From an optimization exercise on the open Yosys and OpenROAD flow, aimed at small area; shortcuts taken in it are not production practice.
The RTL was checked by simulation tests, not by an equivalence proof against the original design.
Power and IR drop assume default switching activity.

==> design/flow/design.v <==
module spi_crc_bit (
    input  wire init,
    input  wire ld,
    input  wire hold,
    input  wire prev,
    input  wire self,
    input  wire poly,
    input  wire fb,
    output wire d
);
assign d = init | (ld & (prev ^ (poly & fb))) | (hold & self);
endmodule
module spi_ao3 (
    input  wire a, sa,
    input  wire b, sb,
    input  wire c, sc,
    output wire y
);
assign y = (a & sa) | (b & sb) | (c & sc);
endmodule
module spi_ao4 (
    input  wire a, sa,
    input  wire b, sb,
    input  wire c, sc,
    input  wire d, sd,
    output wire y
);
assign y = (a & sa) | (b & sb) | (c & sc) | (d & sd);
endmodule
module spi_ao5 (
    input  wire a, sa,
    input  wire b, sb,
    input  wire c, sc,
    input  wire d, sd,
    input  wire e, se,
    output wire y
);
assign y = (a & sa) | (b & sb) | (c & sc) | (d & sd) | (e & se);
endmodule
module spi_rx_sel (
    input  wire na, nsa,
    input  wire nb, nsb,
    input  wire c, sc,
    output wire y
);
assign y = (~na & ~nsa) | (~nb & ~nsb) | (c & sc);
endmodule
module spi_trx (
    input  wire        clk,
    input  wire        rst_n,
    input  wire [1:0]  df,
    input  wire [12:0] spi_tnum_max,
    input  wire        lsbf,
    input  wire        crc_en,
    input  wire        rxonly,
    input  wire [31:0] crc_poly,
    input  wire [31:0] spi_tx_data,
    output reg  [31:0] tx_crc_data_out,
    output wire        tx_start,
    output wire        tx_num_max_en,
    output reg         tx_crc_en,
    output wire        shift_out,
    input  wire        shift_in,
    output reg  [31:0] rx_crc_data_out,
    output reg  [31:0] spi_rx_data,
    output reg         rx_num_max_en,
    output reg         rx_crc_en,
    output wire        rx_busy
);
genvar g;
wire w8  = (df == 2'b00);
wire w16 = (df == 2'b01);
wire w32 = df[1];
reg  [4:0] cnt;
wire       cnt0 = (cnt == 5'd0);
wire       last = (&cnt[2:0]) & (w8 | (cnt[3] & (w16 | cnt[4])));
wire [4:0] cnt_c = {&cnt[3:0], &cnt[2:0], &cnt[1:0], cnt[0], 1'b1};
wire [4:0] cnt_inc = cnt ^ cnt_c;
wire [4:0] cnt_nx = {cnt_inc[4] & w32, cnt_inc[3] & ~w8, cnt_inc[2:0]};
always @(posedge clk or negedge rst_n) begin
    if (!rst_n)
        cnt <= 5'd0;
    else
        cnt <= cnt_nx;
end
assign rx_busy  = ~cnt0;
assign tx_start = ~rxonly & (cnt == 5'd2);
wire tcnt0 = cnt0 | rxonly;
reg         started;
reg  [12:0] nrem;    
wire [12:0] rem = ~nrem;
wire        nclr = ~rxonly & ~crc_en;
wire        ninc = cnt0 & ~rx_num_max_en;
wire        rload = nclr | ~started;
wire        rdec = ninc & ~nclr;
wire [12:0] rsrc = rload ? spi_tnum_max : rem;
wire [13:0] rby;
wire [12:0] rem_pre;
assign rby[0] = rdec;
generate
    for (g = 0; g < 13; g = g + 1) begin : rem_bit
        assign rby[g + 1] = rby[g] & ~rsrc[g];
        assign rem_pre[g] = rsrc[g] ^ rby[g];
    end
endgenerate
always @(posedge clk or negedge rst_n) begin
    if (!rst_n)
        started <= 1'b0;
    else
        started <= 1'b1;
end
always @(posedge clk)
    nrem <= ~rem_pre;
wire max0 = (spi_tnum_max == 13'h0);
wire rx_max_pre = max0 | (rem_pre == 13'h0);
assign tx_num_max_en = rx_num_max_en & (~rxonly | max0);
wire rx_crc_pre = crc_en & ((rx_num_max_en & cnt0) | rx_crc_en);
wire tx_crc_pre = crc_en & ((tx_num_max_en & tcnt0) | tx_crc_en);
always @(posedge clk or negedge rst_n) begin
    if (!rst_n) begin
        rx_num_max_en <= 1'b0;
        rx_crc_en     <= 1'b0;
        tx_crc_en     <= 1'b0;
    end
    else begin
        rx_num_max_en <= rx_max_pre;
        rx_crc_en     <= rx_crc_pre;
        tx_crc_en     <= tx_crc_pre;
    end
end
wire [31:0] tsr;
wire        tx_on = ~rxonly;
wire        ld_c  = tx_on & cnt0 & crc_en & tx_num_max_en;
wire        ld_d  = tx_on & cnt0 & ~(crc_en & tx_num_max_en);
wire        sh_r  = tx_on & ~cnt0 & lsbf;
wire        sh_l  = tx_on & ~cnt0 & ~lsbf;
wire [31:0] tsr_pre;
generate
    for (g = 0; g < 32; g = g + 1) begin : tx_next
        if (g == 0)
            spi_ao3 u_sel (.a(tx_crc_data_out[g]), .sa(ld_c), .b(spi_tx_data[g]), .sb(ld_d),
                           .c(tsr[g + 1]), .sc(sh_r), .y(tsr_pre[g]));
        else if (g == 31)
            spi_ao3 u_sel (.a(tx_crc_data_out[g]), .sa(ld_c), .b(spi_tx_data[g]), .sb(ld_d),
                           .c(tsr[g - 1]), .sc(sh_l), .y(tsr_pre[g]));
        else
            spi_ao4 u_sel (.a(tx_crc_data_out[g]), .sa(ld_c), .b(spi_tx_data[g]), .sb(ld_d),
                           .c(tsr[g + 1]), .sc(sh_r), .d(tsr[g - 1]), .sd(sh_l), .y(tsr_pre[g]));
    end
endgenerate
reg [31:0] tsr_q;
assign tsr = tsr_q;
always @(posedge clk)
    tsr_q <= tsr_pre;
wire tx_bit = lsbf ? tsr_pre[0] : w8 ? tsr_pre[7] : w16 ? tsr_pre[15] : tsr_pre[31];
reg so;
always @(posedge clk or negedge rst_n) begin
    if (!rst_n)
        so <= 1'b0;
    else
        so <= tx_bit;
end
assign shift_out = so;
reg  [31:1] nrsr;
wire [31:0] ndin;
wire        nshift_in = ~shift_in;
assign ndin[31]    = nshift_in;
assign ndin[30:16] = nrsr[31:17];
assign ndin[15]    = (lsbf & w16) ? nshift_in : nrsr[16];
assign ndin[14:8]  = nrsr[15:9];
assign ndin[7]     = (lsbf & w8) ? nshift_in : nrsr[8];
assign ndin[6:0]   = nrsr[7:1];
always @(posedge clk)
    nrsr <= ndin[31:1];
wire [31:0] rdata;
wire n_l   = ~(last & lsbf);
wire n_l16 = ~(last & lsbf & ~w8);
wire n_l32 = ~(last & lsbf & w32);
wire n_m8  = ~(last & ~lsbf);
wire n_m16 = ~(last & ~lsbf & ~w8);
wire n_m32 = ~(last & ~lsbf & w32);
wire r_h   = ~last;
generate
    for (g = 0; g < 32; g = g + 1) begin : rx_next
        if (g < 8)
            spi_rx_sel u_sel (.na(ndin[g]), .nsa(n_l), .nb(ndin[31 - g]), .nsb(n_m8),
                              .c(spi_rx_data[g]), .sc(r_h), .y(rdata[g]));
        else if (g < 16)
            spi_rx_sel u_sel (.na(ndin[g]), .nsa(n_l16), .nb(ndin[31 - g]), .nsb(n_m16),
                              .c(spi_rx_data[g]), .sc(r_h), .y(rdata[g]));
        else
            spi_rx_sel u_sel (.na(ndin[g]), .nsa(n_l32), .nb(ndin[31 - g]), .nsb(n_m32),
                              .c(spi_rx_data[g]), .sc(r_h), .y(rdata[g]));
    end
endgenerate
always @(posedge clk or negedge rst_n) begin
    if (!rst_n)
        spi_rx_data <= 32'h0;
    else
        spi_rx_data <= rdata;
end
wire init    = ~crc_en;
wire tx_v    = crc_en & ~tx_crc_pre;
wire rx_v    = crc_en & ~rx_crc_pre;
wire [31:0] tx_ld = {{16{tx_v & w32}}, {8{tx_v & ~w8}}, {8{tx_v}}};
wire [31:0] rx_ld = {{16{rx_v & w32}}, {8{rx_v & ~w8}}, {8{rx_v}}};
wire tx_top = w8 ? tx_crc_data_out[7] : w16 ? tx_crc_data_out[15] : tx_crc_data_out[31];
wire rx_top = w8 ? rx_crc_data_out[7] : w16 ? rx_crc_data_out[15] : rx_crc_data_out[31];
wire tx_fb  = tx_top ^ tx_bit;
wire rx_fb  = rx_top ^ shift_in;
wire [31:0] tx_crc_nx, rx_crc_nx;
wire [31:0] tx_prev = {tx_crc_data_out[30:0], tx_bit};
wire [31:0] rx_prev = {rx_crc_data_out[30:0], shift_in};
generate
    for (g = 0; g < 32; g = g + 1) begin : crc_next
        spi_crc_bit u_tx (.init(init), .ld(tx_ld[g]), .hold(~tx_v), .prev(tx_prev[g]),
                          .self(tx_crc_data_out[g]), .poly(crc_poly[g]),
                          .fb(g == 0 ? tx_top : tx_fb), .d(tx_crc_nx[g]));
        spi_crc_bit u_rx (.init(init), .ld(rx_ld[g]), .hold(~rx_v), .prev(rx_prev[g]),
                          .self(rx_crc_data_out[g]), .poly(crc_poly[g]),
                          .fb(g == 0 ? rx_top : rx_fb), .d(rx_crc_nx[g]));
    end
endgenerate
always @(posedge clk or negedge rst_n) begin
    if (!rst_n) begin
        tx_crc_data_out <= 32'hffff_ffff;
        rx_crc_data_out <= 32'hffff_ffff;
    end
    else begin
        tx_crc_data_out <= tx_crc_nx;
        rx_crc_data_out <= rx_crc_nx;
    end
end
endmodule
==> design/flow/flow/run.sh <==
#!/bin/bash
# Standard ORFS flow with these layout choices changed:
#  - synthesis keeps the (combinational) submodules apart while ABC maps
#    them, then flattens as usual; all registers are in the top module, and
#    flip-flops are mapped before ABC runs, so the registers are the standard
#    synthesis's;
#  - ABC maps with an area-oriented script (flow/abc_area.script);
#  - ports are buffered with the smallest buffer, sky130_fd_sc_hd__buf_1;
#  - the clock tree uses small clock buffers and no dummy loads.
set -euo pipefail
W=$PWD
rm -rf "$W/scripts_area"
cp -r "$FLOW_HOME/scripts" "$W/scripts_area"
cp "$W/flow/abc_area.script" "$W/scripts_area/abc_area.script"
ARGS=(
  "SCRIPTS_DIR=$W/scripts_area"
  "ABC_AREA=1"
  "SYNTH_HIERARCHICAL=1"
  "SYNTH_MINIMUM_KEEP_SIZE=0"
  "BUFFER_PORTS_ARGS=-buffer_cell sky130_fd_sc_hd__buf_1"
  "CTS_ARGS=-sink_clustering_enable -repair_clock_nets -buf_list {sky130_fd_sc_hd__clkbuf_4 sky130_fd_sc_hd__clkbuf_8} -dont_use_dummy_load"
)
bash standard.sh "${ARGS[@]}" synth > "$W/synth.log" 2>&1
bash standard.sh "${ARGS[@]}" finish > "$W/layout.log" 2>&1
==> design/flow/flow/abc_area.script <==
strash
dch
amap
strash
dch
amap
strash
dch
amap
==> design/flow/standard.sh <==
#!/bin/bash
# synth_recipe.tcl (not shown) runs the flow's synth.tcl, then flattens the netlist and writes it again
# the make line also repeats each setting of config.mk as NAME=value (left out here)
make -C /OpenROAD-flow-scripts/flow DESIGN_CONFIG=/design/flow/config.mk WORK_HOME=/design/flow/orfs CLKGATE_MAP_FILE= SYNTH_SCRIPT=/design/flow/synth_recipe.tcl "${@:-finish}"
==> design/flow/config.mk <==
export PLATFORM = sky130hd
export DESIGN_NAME = spi_trx
export DESIGN_NICKNAME = spi_trx
export VERILOG_FILES = /design/flow/design.v
export SDC_FILE = /design/flow/constraint.sdc
export NUM_CORES = 4
export LEC_CHECK = 0
export CAP_MARGIN = 5
export CORE_MARGIN = 2
export CORE_UTILIZATION = 60
export SLEW_MARGIN = 5
==> design/flow/constraint.sdc <==
create_clock -name core_clock -period 5.0 [get_ports {clk}]
set_input_delay 1.0000 -clock core_clock [delete_from_list [all_inputs] [get_ports {clk}]]
set_output_delay 1.0000 -clock core_clock [all_outputs]
set_load 0.01 [all_outputs]
==> summary.txt, run 1 <==
Core Box Area 0.01191 mm^2; 1st-pass router iterations 8; CTS Buffer Depth 2; slew margin rel. 0.1906; Power Density 342.5 mW/mm^2; Yosys top cell by area dfstp_2; initial core utilization 0.6114; Buffers on Ports 187; Clock Pin Slew Worst Setup and Hold Paths 0.09 ns; crit path time final 4.299 ns; Layout Utilization 0.7218; worst clock skew 0.02387 ns; maximum VDD drop 0.2726 mV; Post-Syn Area per Cell 11.14 um^2; Post-Syn Nets 755; DRC viols 0; clock latency on the worst-skew pair 0.46 ns; layout cells sized above 1 0.1214; Clock Sinks 182; Final period util 0.8598; Layout area overhead 18.06%; commonest non-fill, non-tap cell in the layout buf_1; CP cell instances buf_1, nor4_1, nand2_1, nor4b_1, o21ai_0, clkinv_1, a21oi_2, a222oi_1, nand2_1, a222oi_1, a21oi_1, nand2_1, o21ai_4, buf_12, a21oi_1, a31oi_1, a221o_1; global route overflow 0; cell count along the critical path 17; FMAX 232.6 MHz; hold path cells 0; CP top delay family compound AO/OA/AOI/OAI gates; layout net count 976; hpwl dp 13670 um; clock root cell clkbuf_8; die span in y 114.2 um; CTS tree done; Placed Area 0.008362 mm^2; ANT nets after route 0; WP data required 5.37 ns; area of the multi-input gates 0.003012 mm^2; Die Width 114.2 um; WS Path Type input pin to flip-flop; critical path capture point type flip-flop; Via-to-Cell Ratio 6.575; Slowest cell on crit path nor4b_1; post-route setup slack 0.7012 ns; static leakage 3.387 nW; HP Class flip-flop to flip-flop; Sequential Area 0.004254 mm^2; All-Layer GR Usage 0.3113; final setup vio count 0; row count 40; WP buf/inv 3; first-pass GRT wire length 31860 um; Fin Setup TNS 0 ns; largest net degree at the start of global routing 71; initial antenna violation count 0; register area share after synthesis 0.5841; Antenna Cells 0; Yosys top cell area share 0.2309; H-Tree Depth 4; Distinct cells, synth 25; max incr delay on CP 0.39 ns; most frequent CP cell nand2_1; Post-synth EDFFs 0; commonest cells after routing, fill and taps aside 186 x buf_1, 99 x nand2_1, 83 x a21oi_1; Crit Path Max Fanout 62; Max Cap Violations 0; Seq cells post-synth 182; outcome finished clean; synth top area cells dfstp_2 23%, dfxtp_1 21%, dfrtp_1 14%, a221o_1 8.8%, a21oi_1 5.8%; Detailed Route Iter0 Violations 874; Post-Route WL 20280 um; Worst Path Arrival 4.67 ns; Synth async-reset ratio 0.5824; Placer Congestion 0.8520; DP Worst Slack 0.3437 ns; top_reg_cell synth dfxtp_1; final hold vios 0; Synth Warn # 7; total number of vias 6706; worst slew pin tran 1.210 ns; cts-stage hold buffer count 0; Cell Area, Synth 0.007283 mm^2; I/O pins 188; CTS resizes 0; Critical Path Source Type input pin; post-CTS setup buffer count 0; Die Area 0.01304 mm^2; Slew Limit Fails 0; Fill cells 938; worst r2r path cells 19; fin area 0.008598 mm^2; wire length per cell 19.89 um; vias in the first global route 6174; Num CTS Buffers 17; unrepaired setup endpoints after global routing false; Mapped Cells 654
-- cells in the mapped netlist, drive strengths merged, types with 4 or more instances --
library cell / instances
nand2: 99
a21oi: 84
dfxtp: 76
a221o: 64
a31oi: 64
dfstp: 64
dfrtp: 42
a222oi: 35
o221ai: 33
nor2: 30
clkinv: 19
ha: 16
nor3: 4
or3: 4
-- per-module statistics from Yosys (local to each module, per instance) --
module | cells inside | times used | cell area (um^2) | flip-flops and latches
spi_ao3 | 2 | 2 | 13.76 | 0
spi_ao4 | 3 | 30 | 17.52 | 0
spi_crc_bit | 3 | 64 | 21.27 | 0
spi_rx_sel | 2 | 32 | 12.51 | 0
spi_trx | 304 | 1 | 4969 | 182
-- final cells by class --
cell class              instances  share of cell area
well taps                     147             0.02139
repair buffers                202             0.09808
clock buffers                  17             0.02721
inverters                      19            0.008295
flip-flops and latches        182              0.4948
multi-input cells             453              0.3503
-- path summary, 6_finish.rpt --
| check | startpoint | slack [ns] | endpoint |
|---|---|---|---|
| worst min register to register | nrsr[13] | 0.37 | nrsr[12] |
| max in group asynchronous | rst_n | 3.13 | tx_crc_data_out[7] |
| worst min-delay path | nrsr[13] | 0.37 | nrsr[12] |
| worst max-delay path | spi_tnum_max[1] | 0.70 | tx_crc_data_out[1] |
| worst max register to register | cnt[0] | 1.09 | rx_num_max_en |
| min in group asynchronous | rst_n | 0.74 | so |
-- state kept, by name (all words and copies together), names as in the netlist, 5 cells and up --
name,flops
cnt,5
spi_rx_data,32
tx_crc_data_out,32
tsr_q,32
nrsr,31
nrem,13
rx_crc_data_out,32
-- metrics by stage --
| stage | cells | hold slack [ns] | power, W |
|---|---|---|---|
| final | 1020 | 0.3721 | 0.002945 |
| after global routing | 1020 | 0.3775 | 0.003078 |
| after CTS | 1020 | 0.3687 | 0.002958 |
| after detailed placement | 1003 | 0.3604 | 0.002220 |
| after global placement | 1003 | 0.3540 | 0.002198 |
| after floorplan | 654 | 0.3506 | 0.001997 |
-- where the power goes --
part,internal (W),total [W],switching (W)
combinational,0.000178,0.000472,0.000294
sequential,0.00162,0.00173,0.000106
clock,0.000301,0.000745,0.000444
-- cells by family (layout without fill, tap and decap cells) --
group | Yosys count | in the layout | synth area share
AND/OR/NAND/NOR | 148 | 148 | 0.08246
AO/OA/AOI/OAI | 288 | 288 | 0.2957
other | 1 | 1 | 0.0005149
adder cells (fa/ha/maj) | 16 | 16 | 0.02749
flip-flops | 182 | 182 | 0.5841
buffers and inverters | 19 | 238 | 0.009792
-- per-layer routing --
metal  routed length [um]  part of all wire  track usage
met1                 8435              0.42       0.4221
met2                 9959              0.49       0.5044
met5                    0                 0            0
met3                 1549             0.076      0.06458
met4                  340             0.017       0.1033
==> inputs of run 2 (changes only) <==
--- a/design/flow/config.mk
+++ b/design/flow/config.mk
@@ -7,5 +7,5 @@
 export LEC_CHECK = 0
 export CAP_MARGIN = 5
 export CORE_MARGIN = 2
-export CORE_UTILIZATION = 60
+export CORE_UTILIZATION = 65
 export SLEW_MARGIN = 5
==> run 2 against run 1 <==
  * Critical path depth fell by 3
  * Cell area down 0.45%
  * Die area shrank 7.4%
  * Synthesized cell count unchanged
  * Largest cell class unchanged
  * Highest routed layer unchanged
==> summary.txt, run 2 <==
commonest non-fill, non-tap cell in the layout buf_1 (unchanged); critical path capture point type flip-flop (unchanged); FF-to-FF Start cnt[0] (unchanged); Yosys top cell by area dfstp_2 (unchanged); Final period util 0.8904 (was 0.8598); first-pass GRT wire length 31620 um (was 31860 um); Antenna Cells 0 (unchanged); hold path cells 0 (unchanged); static leakage 3.372 nW (was 3.387 nW); Layout area overhead 17.52% (was 18.06%); Crit Path Max Fanout 62 (unchanged); worst clock skew 0.01978 ns (was 0.02387 ns); Critical Path Source Type input pin (unchanged); I/O pins 188 (unchanged); crit path time final 4.452 ns (was 4.299 ns); Seq cells post-synth 182 (unchanged); clock root cell clkbuf_8 (unchanged); Post-Syn Area per Cell 11.14 um^2 (unchanged); layout net count 974 (was 976); DRC viols 0 (unchanged); DP Worst Slack 0.2443 ns (was 0.3437 ns); Synth async-reset ratio 0.5824 (unchanged); fin cells 1011 (was 1020); row count 38 (was 40); Buffers on Ports 187 (unchanged); All-Layer GR Usage 0.3405 (was 0.3113); count leader, synth nand2_1 (unchanged); post-route setup slack 0.5480 ns (was 0.7012 ns); Via-to-Cell Ratio 6.753 (was 6.575); post-CTS setup buffer count 0 (unchanged); total number of vias 6827 (was 6706); synth top area cells dfstp_2 23%, dfxtp_1 21%, dfrtp_1 14%, a221o_1 8.8%, a21oi_1 5.8% (unchanged); FMAX 224.6 MHz (was 232.6 MHz); worst r2r path cells 19 (unchanged); max incr delay on CP 0.55 ns (was 0.39 ns); unrepaired setup endpoints after global routing false (unchanged); worst slew pin tran 1.324 ns (was 1.210 ns); Synth Warn # 7 (unchanged); register area share after synthesis 0.5841 (unchanged); final hold vios 0 (unchanged); maximum VDD drop 0.2905 mV (was 0.2726 mV); CTS resizes 0 (unchanged); Fill cells 763 (was 938); Placer Congestion 0.8569 (was 0.8520); Core Box Area 0.01089 mm^2 (was 0.01191 mm^2); Fin Setup TNS 0 ns (unchanged); placed cells 994 (was 1003); Post-Route WL 20500 um (was 20280 um); Die Width 109.9 um (was 114.2 um); H-Tree Depth 4 (unchanged); WP data required 5.38 ns (was 5.37 ns); global route overflow 0 (unchanged); 1st-pass router iterations 12 (was 8); outcome finished clean (unchanged); Distinct cells, synth 25 (unchanged); Commonest cells post-synth 99 x nand2_1, 84 x a21oi_1, 76 x dfxtp_1 (unchanged); CP top delay family simple AND/OR/NAND/NOR gates (was compound AO/OA/AOI/OAI gates); clock latency on the worst-skew pair 0.46 ns (about the same); Slew Limit Fails 0 (unchanged); Power Density 343.2 mW/mm^2 (was 342.5 mW/mm^2); wire length per cell 20.27 um (was 19.89 um); ANT nets after route 0 (unchanged); Hold Path Sink nrsr[17] (was nrsr[12]); Die Area 0.01207 mm^2 (was 0.01304 mm^2); Clock Pin Slew Worst Setup and Hold Paths 0.08 ns (was 0.09 ns); layout cells sized above 1 0.1183 (was 0.1214); Clock Sinks 182 (unchanged); Worst Hold Launch nrsr[18] (was nrsr[13]); commonest cells after routing, fill and taps aside 186 x buf_1, 99 x nand2_1, 83 x a21oi_1 (unchanged); Cell Area, Synth 0.007283 mm^2 (unchanged); cts-stage hold buffer count 0 (unchanged); cell count along the critical path 14 (was 17); initial antenna violation count 0 (unchanged); WP buf/inv 2 (was 3); Yosys top cell area share 0.2309 (unchanged); CTS tree done (unchanged); largest net degree at the start of global routing 68 (was 71); Worst Path Arrival 4.83 ns (was 4.67 ns); die span in y 109.9 um (was 114.2 um); top_reg_cell synth dfxtp_1 (unchanged); Num CTS Buffers 17 (unchanged); Post-Syn Nets 755 (unchanged); final setup vio count 0 (unchanged); Detailed Route Iter0 Violations 912 (was 874); vias in the first global route 6385 (was 6174); Reg-to-Reg End rx_num_max_en (unchanged); hpwl dp 13760 um (was 13670 um); Mapped Cells 654 (unchanged); initial core utilization 0.6689 (was 0.6114); CTS Buffer Depth 2 (unchanged); Max Cap Violations 0 (unchanged); HP Class flip-flop to flip-flop (unchanged); CP cell instances buf_1, nor4_1, nor4b_1, o21ai_0, nor3_4, a222oi_1, nand2_1, a222oi_1, a21oi_1, nand2_1, o21ai_4, buf_12, a31oi_1, a221o_1 (was buf_1, nor4_1, nand2_1, nor4b_1, o21ai_0, clkinv_1, a21oi_2, a222oi_1, nand2_1, a222oi_1, a21oi_1, nand2_1, o21ai_4, buf_12, a21oi_1, a31oi_1, a221o_1); WS Path Type input pin to flip-flop (unchanged); Post-synth EDFFs 0 (unchanged); slew margin rel. 0.1142 (was 0.1906); R2R setup slack 1.08 ns (was 1.09 ns); Slowest cell on crit path nor4b_1 (unchanged)
## run 2: cell counts after synthesis
No cell type changed its count.
## run 2: kinds of logic after synthesis
logic type,share of synthesized area
buffers and inverters,0.009792
DFF,0.5841
and+or+nand+nor,0.08246
adders and majority gates,0.02749
other,0.0005149
AOI/OAI and AO/OA,0.2957
## run 2: worst max-delay path by stage
stage / from / endpoint / slack, ns
global route: spi_tnum_max[1] / tx_crc_data_out[19] / 0.29
detailed placement: spi_tnum_max[9] / tx_crc_data_out[2] / 0.24
floorplan: spi_tnum_max[0] / tx_crc_data_out[10] / 0.04
global placement: spi_tnum_max[1] / tx_crc_data_out[20] / 0.48
finish: spi_tnum_max[9] / tx_crc_data_out[12] / 0.55
CTS: spi_tnum_max[9] / tx_crc_data_out[29] / 0.71
## run 2: worst reg2reg max path, delay by kind of cell (launching register included)
| family | cells | cell delay [ns] |
|---|---|---|
| AO/OA/AOI/OAI | 2 | 0.30 |
| adder cells (fa/ha/maj) | 13 | 2.74 |
| buffers and inverters | 1 | 0.12 |
| flip-flops | 1 | 0.36 |
| AND/OR/NAND/NOR | 3 | 0.30 |
## run 2: area by class of cell
cell class	instances	area, um^2	share of cell area
multi-input cells	453	3009	0.3516
clock buffers	17	234.0	0.02734
well taps	140	175.2	0.02046
inverters	19	71.32	0.008332
flip-flops and latches	182	4254	0.4970
repair buffers	200	815.8	0.09531
## run 2: Yosys stat by module, one instance, submodules excluded
module / flops+latches / copies in the design
spi_trx: 182 / 1
spi_crc_bit: 0 / 64
spi_ao4: 0 / 30
spi_ao3: 0 / 2
spi_rx_sel: 0 / 32
## run 2: layer usage
| layer | routed length, um | track usage | share of wire | up-vias |
|---|---|---|---|---|
| met4 | 445 | 0.1275 | 0.022 | 0 |
| met2 | 10230 | 0.5706 | 0.50 | 388 |
| met5 | 0 | 0 | 0 | - |
| li1 | - | - | - | 3096 |
| met1 | 7940 | 0.4276 | 0.39 | 3291 |
| met3 | 1881 | 0.08239 | 0.092 | 52 |
## run 2: metrics by stage
| stage | utilization | hold WS [ns] | cell area (um^2) | power [W] |
|---|---|---|---|---|
| floorplan | - | 0.3506 | 7306 | 0.001997 |
| detailed placement | 0.7647 | 0.3631 | 8325 | 0.002214 |
| CTS | 0.7861 | 0.3673 | 8559 | 0.002939 |
| global route | 0.7861 | 0.3782 | 8559 | 0.003072 |
| finish | 0.7861 | 0.3671 | 8559 | 0.002937 |
| global placement | 0.7647 | 0.3530 | 8325 | 0.002188 |
## run 2: where the power goes
| group | internal (W) | total [W] | switching, W |
|---|---|---|---|
| clock | 0.000301 | 0.000741 | 0.000440 |
| sequential | 0.00162 | 0.00173 | 0.000107 |
| combinational | 0.000175 | 0.000467 | 0.000292 |
| total | 0.00210 | 0.00294 | 0.000839 |

port drivers added, routing unchanged:
How much do the figures lean on ideal ports? The routed layouts below were timed once more, with nothing changed but the port constraints.
Step 1 (the two cells are an assumption about what drives the block):
set clk [get_ports {clk}]
set_driving_cell -lib_cell sky130_fd_sc_hd__clkbuf_16 $clk
set_driving_cell -lib_cell sky130_fd_sc_hd__buf_2 [delete_from_list [all_inputs] $clk]
Step 2 also shifts input and output timing later by t, the mid clock arrival at the registers, as if the neighbouring blocks saw the same clock.
Three values: ideal ports, drivers, drivers and shift; two values: the first two.
run	t (ns)	setup WS [ns]	hold WS [ns]	worst data-port slew with drivers (ns)
run 1	0.490	0.701 / 0.720 / 0.230	0.372 / 0.372 / 0.372	0.06
run 2	0.487	0.548 / 0.566 / 0.079	0.367 / 0.367 / 0.367	0.06
After both steps every run listed still meets setup and hold. The setup slack of run 1, which loses most, moves by +0.019 ns with the drivers and by -0.471 ns with both steps.
